This is an optimization exercise on Yosys and OpenROAD, whose aim is small area, a short achievable clock period and few clock cycles, not a production implementation.
No run shown here included a check of the RTL's function; only the layout flow was run.
No activity file was given, so power comes from the tool's default toggle rates.

**flow/run.sh**
```bash
#!/bin/bash
# synth_recipe.tcl (not shown) runs the flow's synth.tcl, then flattens the netlist and writes it again
# the make line also repeats each setting of config.mk as NAME=value (left out here)
make -C /OpenROAD-flow-scripts/flow DESIGN_CONFIG=/design/flow/config.mk WORK_HOME=/design/flow/orfs CLKGATE_MAP_FILE= SYNTH_SCRIPT=/design/flow/synth_recipe.tcl finish
```
**flow/config.mk**
```make
export PLATFORM = sky130hd
export DESIGN_NAME = div_fp64
export DESIGN_NICKNAME = div_fp64
export VERILOG_FILES = /design/flow/design.v
export SDC_FILE = /design/flow/constraint.sdc
export NUM_CORES = 8
export LEC_CHECK = 0
export CAP_MARGIN = 20
export CORE_MARGIN = 2
export CORE_UTILIZATION = 40
export SETUP_SLACK_MARGIN = 0.2
export SLEW_MARGIN = 20
```
**flow/constraint.sdc**
```tcl
create_clock -name core_clock -period 11.0 [get_ports {clock}]
set_input_delay 2.2000 -clock core_clock [delete_from_list [all_inputs] [get_ports {clock}]]
set_output_delay 2.2000 -clock core_clock [all_outputs]
set_load 0.01 [all_outputs]
```
**flow/design.v**
```verilog
module div_fp64(
	input         clock,
	input         reset,
	input         valid_in,
	input  [2:0]  rm,
	input  [63:0] dividend,
	input  [63:0] divisor,
	output        valid_out,
	output [63:0] quotient,
	output        nv,
	output        dz,
	output        of,
	output        uf,
	output        nx
);
localparam S_IDLE  = 3'd0;
localparam S_NORM  = 3'd1;
localparam S_ITER  = 3'd2;
localparam S_POST  = 3'd3;
localparam S_SHIFT = 3'd4;
localparam S_FINAL = 3'd5;
wire [10:0] ea = dividend[62:52];
wire [10:0] eb = divisor[62:52];
wire [51:0] fa = dividend[51:0];
wire [51:0] fb = divisor[51:0];
wire a_ez = ~|ea;
wire b_ez = ~|eb;
wire a_eo = &ea;
wire b_eo = &eb;
wire a_fz = ~|fa;
wire b_fz = ~|fb;
wire a_zero = a_ez & a_fz;
wire b_zero = b_ez & b_fz;
wire a_inf  = a_eo & a_fz;
wire b_inf  = b_eo & b_fz;
wire a_nan  = a_eo & ~a_fz;
wire b_nan  = b_eo & ~b_fz;
wire a_snan = a_nan & ~fa[51];
wire b_snan = b_nan & ~fb[51];
wire zero_res = (a_zero & ~b_zero & ~b_nan) | (~a_eo & b_inf);
wire inf_res  = (a_inf & ~b_eo) | (~a_eo & ~a_zero & b_zero);
wire nan_res  = a_nan | b_nan | (a_zero & b_zero) | (a_inf & b_inf);
wire special  = zero_res | inf_res | nan_res;
wire sign     = dividend[63] ^ divisor[63];
wire [52:0] xa = {~a_ez, fa};
wire [52:0] xb = {~b_ez, fb};
wire [10:0] ea1 = {ea[10:1], ea[0] | a_ez};
wire [10:0] eb1 = {eb[10:1], eb[0] | b_ez};
reg  [2:0]  state;
reg         vout;
reg  [56:0] WS, WC;   
reg  [52:0] D;        
reg  [63:0] Q;        
reg  [12:0] E;
reg  [10:0] EB;
reg  [5:0]  cnt;
reg         st;       
reg         ng;       
reg         spec;
reg         r_near, r_away, r_up;
reg         nv_r, dz_r, of_r, uf_r, nx_r;
wire [6:0] y = WS[55:49] + WC[55:49];
reg  [2:0] qs;    
always @(*) begin : qsel
	reg signed [7:0] m2, m1, m0, mm1;
	reg signed [7:0] yy;
	yy = {y[6], y};
	case (D[51:49])
		3'd0: begin m2 = 12; m1 = 4; m0 = -4; mm1 = -13; end
		3'd1: begin m2 = 14; m1 = 4; m0 = -5; mm1 = -15; end
		3'd2: begin m2 = 15; m1 = 4; m0 = -5; mm1 = -16; end
		3'd3: begin m2 = 16; m1 = 4; m0 = -6; mm1 = -18; end
		3'd4: begin m2 = 18; m1 = 6; m0 = -6; mm1 = -20; end
		3'd5: begin m2 = 20; m1 = 6; m0 = -6; mm1 = -20; end
		3'd6: begin m2 = 20; m1 = 6; m0 = -6; mm1 = -22; end
		default: begin m2 = 24; m1 = 8; m0 = -8; mm1 = -24; end
	endcase
	if (yy >= m2)       qs = 3'b010;
	else if (yy >= m1)  qs = 3'b001;
	else if (yy >= m0)  qs = 3'b000;
	else if (yy >= mm1) qs = 3'b101;
	else                qs = 3'b110;
end
wire qneg = qs[2];
wire q2   = qs[1];
wire q1   = qs[0];
wire qpos = ~qneg & (q1 | q2);
wire [57:0] d4 = {3'b0, D, 2'b0};
wire [57:0] d8 = {2'b0, D, 3'b0};
wire [57:0] mop = (({58{q1}} & d4) | ({58{q2}} & d8)) ^ {58{qpos}};
wire [57:0] wa = {WS[55:0], 2'b0};
wire [57:0] wb = {WC[55:0], 2'b0};
wire [57:0] ws_n = wa ^ wb ^ mop;
wire [57:0] wc_n = {((wa & wb) | (wa & mop) | (wb & mop)), qpos};
wire [53:0] qdec = Q[53:0] - 54'd1;
wire [1:0]  qd   = {q2 | (q1 & qneg), q1};
wire [55:0] q_it = {(qneg ? qdec : Q[53:0]), qd};
wire        stop = ((cnt == 6'd27) & ~a_ez) | q_it[55] | q_it[54];
wire [56:0] wsum  = WS + WC;
wire        wneg  = wsum[56];
wire        wzero = ~|wsum;
wire        first = (cnt == 6'd0);
wire [12:0] e_b   = (state == S_ITER) ? (first ? {2'b11, ~EB} : 13'h1ffe) : 13'd0;
wire [12:0] e_n   = E + e_b + {12'd0, (state != S_ITER) | first};
wire        e_lo  = $signed(E) < -13'sd1075;      
wire        e_lo1 = $signed(E) < -13'sd1076;      
wire        deep  = $signed(E) < -13'sd1140;      
wire        shift_post = Q[55] | Q[54] | e_lo;
wire        borrow = ng & ~Q[0];
wire        rb   = Q[0] ^ ng;
wire        lsb  = Q[1] ^ borrow;
wire        stk  = st | ng;
wire        inx  = rb | stk;
wire        up   = r_near ? (rb & (stk | lsb | r_away)) : (r_up & inx);
wire        inc  = up & ~borrow;
wire        dec  = ~up & borrow;
wire [10:0] ebias = E[10:0] + 11'd1076;
wire [10:0] ef   = Q[53] ? ebias : 11'd0;
wire [62:0] pk   = {ef, Q[52:1]};
reg  [62:0] ones, zeros;    
integer k;
always @(*) begin
	ones[0] = 1'b1;
	zeros[0] = 1'b1;
	for (k = 1; k < 63; k = k + 1) begin
		ones[k]  = ones[k-1] & pk[k-1];
		zeros[k] = zeros[k-1] & ~pk[k-1];
	end
end
wire [62:0] sum  = pk ^ ({63{inc}} & ones) ^ ({63{dec}} & zeros);
wire        e_ovf = $signed(E) > 13'sd970;
wire        ovf  = e_ovf | (inc & ones[52] & (ef == 11'h7fe));
wire        unf  = ((ef == 11'd0) & ~(inc & ones[52])) | ((ef == 11'd1) & dec & zeros[52]);
wire [50:0] payload = a_nan ? fa[50:0] : (b_nan ? fb[50:0] : 51'd1);
wire [63:0] res_special = {sign, (zero_res ? 11'd0 : 11'h7ff),
                           (nan_res ? {~(a_snan | b_snan), payload} : 52'd0)};
wire [63:0] res_normal  = ovf ? {sign, 11'h7ff, 52'd0} : {sign, sum};
always @(posedge clock or posedge reset) begin
	if (reset) begin
		state <= S_IDLE;
		vout  <= 1'b0;
	end else begin
		vout <= (state == S_FINAL);
		case (state)
			S_IDLE:  if (valid_in) state <= special ? S_FINAL : (xb[52] ? S_ITER : S_NORM);
			S_NORM:  if (D[51]) state <= S_ITER;
			S_ITER:  if (stop) state <= S_POST;
			S_POST:  state <= ((shift_post & (Q[55] | e_lo1)) | (~shift_post & e_lo)) ? S_SHIFT : S_FINAL;
			S_SHIFT: if (deep || !e_lo1 && !Q[55]) state <= S_FINAL;
			default: state <= S_IDLE;
		endcase
	end
end
always @(posedge clock) begin
	if (state == S_ITER) begin
		WS <= ws_n[56:0];
		WC <= wc_n[56:0];
	end else begin
		WS <= {4'b0, xa};
		WC <= 57'd0;
	end
	EB <= eb1;
	if (state == S_IDLE || state == S_NORM)
		D <= (state == S_IDLE) ? xb : {D[51:0], 1'b0};
	case (state)
		S_IDLE: begin
			Q      <= 64'd0;
			E      <= {2'b0, ea1};
			cnt    <= 6'd0;
			spec   <= special;
			r_near <= (rm == 3'd0) | (rm == 3'd4);
			r_away <= rm[2];
			r_up   <= ((rm == 3'd3) & ~sign) | ((rm == 3'd2) & sign);
		end
		S_NORM: begin
			E <= e_n;
		end
		S_ITER: begin
			Q[55:0] <= q_it;
			E   <= e_n;
			cnt <= cnt + 6'd1;
		end
		S_POST: begin
			if (shift_post) begin
				Q[55:0] <= {1'b0, Q[55:1]};
				E  <= e_n;
				st <= ~wzero | Q[0];
				ng <= wneg & ~Q[0];
			end else begin
				st <= ~wzero;
				ng <= wneg;
			end
		end
		S_SHIFT: begin
			if (deep) begin
				Q  <= 64'd0;
				E  <= -13'sd1075;
				st <= 1'b1;
				ng <= 1'b0;
			end else begin
				Q[55:0] <= {1'b0, Q[55:1]};
				E  <= e_n;
				st <= st | Q[0];
				ng <= ng & ~Q[0];
			end
		end
		S_FINAL: begin
			Q    <= spec ? res_special : res_normal;
			nv_r <= nan_res;
			dz_r <= ~a_eo & ~a_zero & b_zero;
			of_r <= ~spec & ovf;
			uf_r <= ~spec & ~ovf & unf & inx;
			nx_r <= ~spec & (ovf | inx);
		end
		default: ;
	endcase
end
assign valid_out = vout;
assign quotient  = Q;
assign nv = nv_r;
assign dz = dz_r;
assign of = of_r;
assign uf = uf_r;
assign nx = nx_r;
endmodule
```
==> impl_metrics.py, run 1 <==
metrics = {
    "global_routing": {
        "grt_max_degree": 100,
        "grt_pass1_wl_mm": 127,
        "overflow": 0,
        "track_usage_pct": 29.5,
        "grt_pass1_vias": 19800,
        "antenna_found_initial": 10,
    },
    "placement": {
        "place_area_um2": 24200,
        "place_ws_ps": 4490,
        "portBuffers": 203,
        "dp_hpwl_mm": 65.0,
        "gp_congestion": 1.01,
    },
    "synthesis": {
        "yosysUniqueCellTypes": 98,
        "synth-seq-cells": 274,
        "synth_nets": 2831,
        "synth_seq_area_share_pct": 32.1,
        "synth_top_family_by_area": "compound AO/OA/AOI/OAI gates",
        "yosys.area_share.simple_pct": 18.8,
        "synth_top_area_share_pct": 20.3,
        "synth.most_common_cell": "nand2_1",
        "synthArstFlopShare_pct": 1.46,
        "postSynthAreaPerCell_um2": 8.52,
        "synth_compound_area_share_pct": 21.1,
        "synth_area_um2": 21700,
        "synth_xor_area_share_pct": 8.67,
        "synthCells": 2552,
        "synth_edf_count": 147,
        "synth-adder-area-share_pct": 10.2,
        "synth.largest_area_cell": "edfxtp_1",
        "muxShareOfSynthArea_pct": 3.11,
        "synthTopCellsByCount": "219 x nand2_1, 210 x nor2_1, 177 x o21ai_0",
        "yosys_warnings": 1,
        "synthTopCellsByArea": "edfxtp_1 20%, dfxtp_1 11%, ha_1 5.2%",
        "ys.flop_type": "edfxtp_1",
    },
    "cts": {
        "cts_hold_buf": 0,
        "cts_tree": "yes",
        "cts_setup_buffers": 0,
        "cts_resized": 0,
        "clk_pin_slew_ps": 60,
        "ctsHtreeMaxLevel": 2,
        "cts-root-buf": "clkbuf_16",
        "cts_made_buffers": 36,
        "cts_buffer_depth": 3,
        "clk_latency_ps": 570,
        "clock-sinks": 274,
    },
    "timing": {
        "min_period_ps": 5960,
        "slew_headroom_pct": 24.5,
        "tns_ps": 0,
        "tightest_slew_ps": 1100,
        "rsz0062_at_grt": "false",
        "fin_worst_skew_ps": 25.4,
        "slew_violations": 0,
        "fmax_ghz": 0.168,
        "hold_viol": 0,
        "setup_violations": 0,
        "timing.final.crit_share_pct": 54.2,
        "worst_slack_ps": 5040,
    },
    "die": {
        "coreArea_um2": 53800,
        "die-area_um2": 56200,
        "num_rows": 85,
        "initial_utilization_pct": 40.4,
        "die_h_um": 237,
        "num_io_pins": 204,
        "die_w_um": 237,
    },
    "critical_path": {
        "critPathMaxFanout": 52,
        "critPathArrivalTime_ps": 6280,
        "critPathKind": "in -> reg",
        "crit_required_ps": 11320,
        "start_kind": "primary input",
        "crit_path_end_kind": "flip-flop",
    },
    "power": {
        "finalPower_mw": 9.55,
        "vdd_drop_max_uv": 202,
        "pwr_density_cell_nw_per_um2": 377,
        "p_leak_nw": 9.15,
    },
    "routing": {
        "routedWlPerCell_um": 25.1,
        "viasPerCell": 6.18,
        "first_iter_violations": 2439,
        "wl_mm": 85.0,
        "drc_errors": 0,
        "antenna_left": 0,
        "vias": 20900,
        "firstDrtPassIters": 8,
    },
    "flow_run": {
        "cap_violations": 0,
    },
    "final_layout": {
        "drive_gt1_share_pct": 6.38,
        "area_growth_pct": 16.7,
        "fillers": 5249,
        "fin_util_pct": 47.1,
        "design_area_um2": 25400,
        "multi_input_area_um2": 13600,
        "nNetsFinal": 2934,
        "regArea_um2": 6980,
    },
    "status": {
        "status": "complete, no violations",
    },
    "hold_path": {
        "worstHoldPathType": "reg -> reg",
    },
}
[kinds of logic (layout without fill, tap and decap cells)]
family          count (synthesis)  count (layout)
fa+ha+maj                     145             145
simple gates                  813             813
mux                            61              61
flops                         274             274
compound gates                712             712
other cells                     0              10
buf+inv                       332             462
xor+xnor                      215             215
[state kept, by name (all words and copies together) (netlist names), 3 cells and up]
register and flops:
cnt 6, WC 55, state 3, E 13
Q 64, D 53, WS 57, EB 11
[cells in the final DEF, fill, tap and decap left out, types with 37 or more instances in the layout]
| cell type | n |
|---|---|
| a22oi_1 | 139 |
| clkbuf_16 | 37 |
| mux2_2 | 53 |
| nand4_1 | 57 |
| o22ai_1 | 51 |
| o21ai_0 | 176 |
| edfxtp_1 | 147 |
| dfxtp_1 | 123 |
| a21oi_1 | 130 |
| xor2_1 | 109 |
| clkdlybuf4s50_1 | 203 |
| xnor2_1 | 105 |
| nand3_1 | 57 |
| nand2_1 | 217 |
| nor3_1 | 54 |
| nor2_1 | 207 |
| fa_1 | 55 |
| inv_1 | 166 |
| nor4_1 | 66 |
| ha_1 | 90 |
[metal layers]
metal  part of all wire, %  vias up  global-route usage (%)
li1                      -     9562                       -
met1                    45    10200                    42.3
met2                    43     1043                    44.9
met3                   8.1      165                    4.35
met4                   3.8        0                    10.9
met5                     0        -                       0
[worst max-delay path: stages]
cell and delay [ps]:
clkdlybuf4s50_1 480, nor4_1 750, nand4_1 290, nor4_1 810, nor2_4 50, buf_4 350
nor2_4 140, buf_4 490, inv_1 90, o22ai_1 220, o22ai_1 120, a22oi_1 180
nand2_1 70
[stage by stage]
stage	hold slack (ps)	std cells
floorplan	577	2552
global placement	595	3313
detailed placement	603	3313
CTS	611	3378
global route	621	3387
finish	608	3388
[final timing paths]
| path | startpoint | to | slack [ps] | cells past startpoint |
|---|---|---|---|---|
| worst max-delay path | dividend[1] | Q[0] | 5040 | 13 |
| worst min-delay path | D[34] | D[35] | 610 | 1 |
| max in group asynchronous | reset | state[2] | 8940 | 2 |
| min in group asynchronous | reset | vout | 1870 | 2 |
| worst max register to register | WS[49] | WS[19] | 5420 | 14 |
| worst min register to register | D[34] | D[35] | 610 | 1 |
[power by group]
part	leakage [nW]	internal (mW)	total (mW)	switching, mW
Combinational	6.08	2.36	6.07	3.71
Clock	0.522	0.641	1.14	0.500
Sequential	2.55	1.72	2.34	0.625
[area by class of cell]
class	instances	share of cell area, %
Sequential cell	274	27.5
Clock inverter	9	0.271
Multi-Input combinational cell	1946	53.4
Inverter	168	2.49
Antenna cell	10	0.0986
Clock buffer	56	4.01
Tap cell	696	3.43
Timing Repair Buffer	229	8.78
==> inputs of run 2 (changes only) <==
--- a/flow/config.mk
+++ b/flow/config.mk
@@ -8,5 +8,5 @@
 export CAP_MARGIN = 20
 export CORE_MARGIN = 2
 export CORE_UTILIZATION = 40
-export SETUP_SLACK_MARGIN = 0.2
+export SETUP_SLACK_MARGIN = 5
 export SLEW_MARGIN = 20
==> run 2 against run 1 <==
  * Utilization hardly changed
  * Sequential share of layout area is essentially flat
  * Combinational power about the same
  * Non-clock buffer count unchanged
  * Critical path type unchanged
  * Sequential power about the same
  * First-iteration DRC count is 2.1% lower
==> impl_metrics.py, run 2 <==
metrics = {
    "final_layout": {
        "regArea_um2": 6980,
        "design_area_um2": 25400,
        "nNetsFinal": 2934,
        "final_common_cell": "nand2_1",
        "area_growth_pct": 16.8,
        "largest_reg_flops": 64,
        "fillers": 5248,
        "drive_gt1_share_pct": 6.41,
        "largest_register": "Q",
        "largestRegisters": "Q x64, WS x57, WC x55",
        "final_cell_mix": "217 x nand2_1, 207 x nor2_1, 203 x clkdlybuf4s50_1",
        "multi_input_area_um2": 13600,
    },
    "routing": {
        "viasPerCell": 6.19,
        "routedWlPerCell_um": 25.1,
        "firstDrtPassIters": 6,
        "antenna_left": 0,
        "vias": 21000,
        "drc_errors": 0,
        "first_iter_violations": 2388,
        "wl_mm": 85.1,
    },
    "critical_path": {
        "critPathKind": "in -> reg",
        "start_kind": "primary input",
        "crit_path_end_kind": "flip-flop",
        "critPathArrivalTime_ps": 6090,
        "critPathMaxFanout": 39,
        "crit_required_ps": 11280,
    },
    "cts": {
        "clock-sinks": 274,
        "clk_latency_ps": 570,
        "cts_buffer_depth": 3,
        "cts_tree": "yes",
        "ctsHtreeMaxLevel": 2,
        "clk_pin_slew_ps": 60,
        "cts-root-buf": "clkbuf_16",
        "cts_setup_buffers": 0,
        "cts_made_buffers": 36,
    },
    "synthesis": {
        "synth.largest_area_cell": "edfxtp_1",
        "synth_top_area_share_pct": 20.3,
        "synth_nets": 2831,
        "synthCells": 2552,
        "synth_area_um2": 21700,
        "synth.most_common_cell": "nand2_1",
        "synthArstFlopShare_pct": 1.46,
        "yosys_warnings": 1,
        "synthTopCellsByArea": "edfxtp_1 20%, dfxtp_1 11%, ha_1 5.2%",
        "synth_seq_area_share_pct": 32.1,
        "yosysUniqueCellTypes": 98,
        "synthTopCellsByCount": "219 x nand2_1, 210 x nor2_1, 177 x o21ai_0",
        "synth-seq-cells": 274,
        "ys.flop_type": "edfxtp_1",
        "postSynthAreaPerCell_um2": 8.52,
        "synth_edf_count": 147,
    },
    "status": {
        "status": "complete, no violations",
    },
    "placement": {
        "dp_hpwl_mm": 65.0,
        "portBuffers": 203,
        "gp_congestion": 1.01,
        "place_area_um2": 24200,
    },
    "timing": {
        "tightest_slew_ps": 1100,
        "rsz0062_at_grt": "false",
        "timing.final.crit_share_pct": 52.8,
        "fmax_ghz": 0.172,
        "min_period_ps": 5810,
        "tns_ps": 0,
        "whs_ps": 607,
        "hold_viol": 0,
        "setup_violations": 0,
        "fin_worst_skew_ps": 25.8,
        "slew_headroom_pct": 24.5,
        "slew_violations": 0,
    },
    "power": {
        "vdd_drop_max_uv": 202,
        "pwr_density_cell_nw_per_um2": 376,
        "p_leak_nw": 9.15,
    },
    "die": {
        "num_io_pins": 204,
        "die_w_um": 237,
        "coreArea_um2": 53800,
        "num_rows": 85,
        "die-area_um2": 56200,
        "initial_utilization_pct": 40.4,
        "die_h_um": 237,
    },
    "global_routing": {
        "antenna_found_initial": 10,
        "track_usage_pct": 29.5,
        "overflow": 0,
        "grt_pass1_wl_mm": 127,
        "grt_pass1_vias": 19800,
        "grt_max_degree": 100,
    },
    "flow_run": {
        "cap_violations": 0,
    },
    "hold_path": {
        "worstHoldPathType": "reg -> reg",
    },
}
[run 2: worst paths after layout]
check,slack [ps],start,end,depth (start not counted)
max,5190,divisor[17],Q[7],11
min,610,D[34],D[35],1
max reg2reg,5440,WS[49],WS[19],14
min reg2reg,610,D[34],D[35],1
max in group asynchronous,8950,reset,state[2],2
min in group asynchronous,1870,reset,state[1],2
[run 2: metrics by stage]
| step | std cells | util, % | worst slack (ps) | power, mW |
|---|---|---|---|---|
| floorplan | 2552 | - | 5660 | 6.45 |
| global placement | 3313 | 45.0 | 4490 | 8.24 |
| detailed placement | 3313 | 45.0 | 4490 | 8.32 |
| CTS | 3378 | 47.1 | 5070 | 9.51 |
| global route | 3387 | 47.1 | 5000 | 10.3 |
| finish | 3388 | 47.1 | 5190 | 9.55 |
[run 2: repair_timing]
item | in CTS | in global routing
hold buffers | 0 | 0
gates resized for setup | 0 | 1
setup endpoints to repair | 0 | 9
[run 2: worst max-delay path, stage by stage]
cell and delay [ps]:
clkdlybuf4s50_1 560, nor4_1 790, nand4_1 170, nor4_1 590, nor2_1 230, or3_1 480
nand2_1 120, buf_4 450, o22ai_1 180, a22oi_1 160, o21ai_0 110
[run 2: kinds of logic (layout without fill, tap and decap cells)]
logic type      Yosys count  after routing  synth area share (%)
compound gates          712            712                  21.1
xor+xnor                215            215                  8.67
fa+ha+maj               145            145                  10.2
buf+inv                 332            462                  5.97
flops                   274            274                  32.1
mux                      61             61                  3.11
other cells               0             10                     0
simple gates            813            813                  18.8
[run 2: final cells by class]
type / count / share of cell area, %
repair buffers: 229 / 8.78
well taps: 696 / 3.43
clock inverters: 9 / 0.271
multi-input cells: 1946 / 53.4
flip-flops and latches: 274 / 27.5
diodes: 10 / 0.0986
inverters: 168 / 2.49
clock buffers: 56 / 4.01
[run 2: layer usage]
metal / part of all wire (%) / GRT usage (%)
met1: 45 / 42.3
met2: 43 / 44.9
met3: 8.1 / 4.35
met4: 3.8 / 10.9
met5: 0 / 0
[run 2: report_power, final]
group	leakage [nW]	switching (mW)	internal, mW
Sequential	2.55	0.622	1.72
Combinational	6.08	3.70	2.36
Clock	0.522	0.501	0.641
==> inputs of run 3 (changes only) <==
==> flow/config.mk (replaced) <==
export PLATFORM = sky130hd
export DESIGN_NAME = div_fp64
export DESIGN_NICKNAME = div_fp64
export VERILOG_FILES = /design/flow/design.v
export SDC_FILE = /design/flow/constraint.sdc
export NUM_CORES = 8
export LEC_CHECK = 0
export CAP_MARGIN = 60
export CORE_MARGIN = 2
export CORE_UTILIZATION = 40
export SETUP_SLACK_MARGIN = 0.2
export SLEW_MARGIN = 60
==> run 3 against run 2 <==
  * Combinational power grew 3%
  * Sequential power is essentially flat
  * Count of clock-buffer cells in the layout shrank 6
  * Global-route usage grew 0.17 points
  * Non-clock buffer count grew 11
==> impl_metrics.py, run 3 <==
metrics = {
    "die": {
        "coreArea_um2": 53800,
        "initial_utilization_pct": 40.4,
        "num_io_pins": 204,
        "die_w_um": 237,
        "die-area_um2": 56200,
        "num_rows": 85,
        "die_h_um": 237,
    },
    "final_layout": {
        "largest_register": "Q",
        "nNetsFinal": 2945,
        "regArea_um2": 6980,
        "final_cell_mix": "217 x nand2_1, 203 x nor2_1, 203 x clkdlybuf4s50_1",
        "drive_gt1_share_pct": 8.31,
        "multi_input_area_um2": 13800,
        "final_common_cell": "nand2_1",
        "design_area_um2": 25800,
        "fillers": 5185,
        "largest_reg_flops": 64,
        "largestRegisters": "Q x64, WS x57, WC x55",
        "area_growth_pct": 18.9,
        "fin_util_pct": 48.0,
    },
    "global_routing": {
        "grt_pass1_wl_mm": 127,
        "grt_pass1_vias": 20100,
        "antenna_found_initial": 9,
        "grt_max_degree": 100,
        "track_usage_pct": 29.7,
        "overflow": 0,
    },
    "cts": {
        "cts_setup_buffers": 0,
        "cts-root-buf": "clkbuf_16",
        "clk_pin_slew_ps": 60,
        "cts_tree": "yes",
        "clock-sinks": 274,
        "cts_made_buffers": 36,
        "cts_buffer_depth": 3,
        "cts_hold_buf": 0,
        "ctsHtreeMaxLevel": 2,
        "cts_resized": 0,
        "clk_latency_ps": 560,
    },
    "timing": {
        "tightest_slew_ps": 628,
        "slew_violations": 0,
        "timing.final.crit_share_pct": 51.1,
        "fin_worst_skew_ps": 18.4,
        "tns_ps": 0,
        "setup_violations": 0,
        "fmax_ghz": 0.178,
        "rsz0062_at_grt": "false",
        "slew_headroom_pct": 57.7,
        "min_period_ps": 5620,
        "hold_viol": 0,
    },
    "critical_path": {
        "cp-endpoint": "Q[19]",
        "crit_chain": "clkdlybuf4s50_1, nor4_2, nand4_1, nor4_2, a21oi_1, or3_1, nand2_1, buf_4, o22ai_1, a22oi_1, o21ai_0",
        "start_kind": "primary input",
        "path_depth": 11,
        "crit_path_end_kind": "flip-flop",
        "rr_startpoint": "state[0]",
        "cpMaxStageDelayCell": "nor4_2",
        "path_common_cell": "nor4_2",
        "path_buf_inv": 2,
        "critPathMaxFanout": 39,
        "critPathKind": "in -> reg",
        "setup.worst_path.start": "dividend[1]",
        "rr_worst_depth": 18,
        "crit_family": "simple AND/OR/NAND/NOR gates",
        "rrSetupSlack_ps": 6080,
        "critPathArrivalTime_ps": 5900,
        "slowest_delay_ps": 620,
        "r2r-end": "E[12]",
        "crit_required_ps": 11280,
    },
    "synthesis": {
        "synth_xor_area_share_pct": 8.67,
        "synthTopCellsByArea": "edfxtp_1 20%, dfxtp_1 11%, ha_1 5.2%",
        "synth-adder-area-share_pct": 10.2,
        "ys.flop_type": "edfxtp_1",
        "yosysUniqueCellTypes": 98,
        "synthArstFlopShare_pct": 1.46,
        "synth.largest_area_cell": "edfxtp_1",
        "synth_seq_area_share_pct": 32.1,
        "synth.most_common_cell": "nand2_1",
        "synth-seq-cells": 274,
        "synth_top_family_by_area": "compound AO/OA/AOI/OAI gates",
        "yosys_warnings": 1,
        "muxShareOfSynthArea_pct": 3.11,
        "yosys.area_share.simple_pct": 18.8,
        "synth_top_area_share_pct": 20.3,
        "postSynthAreaPerCell_um2": 8.52,
        "synth_area_um2": 21700,
        "synthTopCellsByCount": "219 x nand2_1, 210 x nor2_1, 177 x o21ai_0",
        "synth_edf_count": 147,
        "synth_nets": 2831,
        "synth_compound_area_share_pct": 21.1,
        "synthCells": 2552,
    },
    "placement": {
        "dp_hpwl_mm": 65.1,
        "gp_congestion": 1.01,
        "portBuffers": 203,
        "place_area_um2": 24500,
    },
    "routing": {
        "firstDrtPassIters": 6,
        "routedWlPerCell_um": 25.1,
        "antenna_left": 0,
        "viasPerCell": 6.17,
        "vias": 21000,
        "drc_errors": 0,
        "first_iter_violations": 2739,
        "wl_mm": 85.3,
    },
    "flow_run": {
        "cap_violations": 0,
    },
    "power": {
        "p_leak_nw": 9.32,
        "finalPower_mw": 9.77,
        "vdd_drop_max_uv": 331,
        "pwr_density_cell_nw_per_um2": 378,
    },
    "status": {
        "status": "complete, no violations",
    },
    "hold_path": {
        "min_from": "D[34]",
        "worstHoldPathType": "reg -> reg",
    },
}
-- run 3: cell counts after synthesis --
No cell type changed its count.
-- run 3: logic make-up (layout without fill, tap and decap cells) --
| group | count (synthesis) | in the layout |
|---|---|---|
| and+or+nand+nor | 813 | 813 |
| AOI/OAI and AO/OA | 712 | 712 |
| buffers and inverters | 332 | 474 |
| DFF | 274 | 274 |
| xor gates and xnor gates | 215 | 215 |
| adders and majority gates | 145 | 145 |
| muxes | 61 | 61 |
| other | 0 | 7 |
-- run 3: worst min-delay path by stage --
stage | to | depth (start not counted) | slack, ps
6_report | D[35] | 1 | 610
3_3_place_gp | D[19] | 1 | 600
3_5_place_dp | D[37] | 1 | 600
4_1_cts | D[35] | 1 | 610
2_1_floorplan | D[1] | 1 | 580
5_1_grt | D[35] | 1 | 620
-- run 3: cell type report --
| class | count | share of cell area [%] |
|---|---|---|
| Multi-Input combinational cell | 1946 | 53.3 |
| Sequential cell | 274 | 27.0 |
| Timing Repair Buffer | 240 | 9.26 |
| Clock buffer | 50 | 4.05 |
| Tap cell | 696 | 3.37 |
| Inverter | 168 | 2.44 |
| Clock inverter | 16 | 0.470 |
| Antenna cell | 7 | 0.0678 |
-- run 3: worst reg2reg max path, stage by stage (launching register included) --
cell,delay (ps)
dfrtp_1,530
nor2_2,480
buf_4,280
nand2_8,260
nor2_1,190
nand2_1,100
fa_1,450
fa_1,410
nor2b_1,150
o21ai_0,120
a21boi_0,330
o21ai_0,170
a21boi_0,190
o21ai_0,130
a21boi_0,260
o21ai_0,150
a21oi_1,220
xnor2_1,140
a21oi_1,90
-- run 3: power breakdown --
group	internal [mW]	switching [mW]
Combinational	2.47	3.76
Sequential	1.72	0.624
Clock	0.693	0.507
-- run 3: per-stage QoR --
step	setup slack, ps	instances	hold WS (ps)
floorplan	5660	2552	577
global placement	4490	3313	595
detailed placement	4980	3319	604
CTS	5560	3385	611
global route	5350	3397	621
finish	5380	3397	610
-- run 3: routing by layer --
| metal | vias to the layer above | wire length [um] | part of all wire, % | global-route usage, % |
|---|---|---|---|---|
| met3 | 161 | 7440 | 8.7 | 4.76 |
| met4 | 0 | 3160 | 3.7 | 11.5 |
| met5 | - | 0 | 0 | 0 |
| li1 | 9586 | - | - | - |
| met2 | 1047 | 37200 | 44 | 44.9 |
| met1 | 10200 | 37500 | 44 | 42.3 |

[afterwards: timing with drivers on the ports]
In the flow no input, the clock included, has a driving cell. The finished layouts below were timed again as built, in two steps.
Step 1, drivers: a clkbuf_16 drives clock and a buf_2 each remaining input, both assumed.
Step 2 also shifts input and output timing later by t, the mid clock arrival at the registers, as if the neighbouring blocks saw the same clock.
a / b / c = ideal / step 1 / step 2; a / b = the first two.
run | t, ns | slack for setup (ns) | worst setup path after step 2 | clock arrival spread, ns | worst slew at a driven data input, ns
run 1 | 0.603 | 5.038 / 5.064 / 4.461 | input to register | 0.030 / 0.030 | 0.10
run 2 | 0.603 | 5.188 / 5.217 / 4.614 | input to register | 0.029 / 0.029 | 0.10
run 3 | 0.606 | 5.384 / 5.411 / 4.805 | input to register | 0.024 / 0.024 | 0.10
After both steps every run listed still meets setup and hold. The setup slack of run 3, which loses most, moves by +0.027 ns with the drivers and by -0.579 ns with both steps.
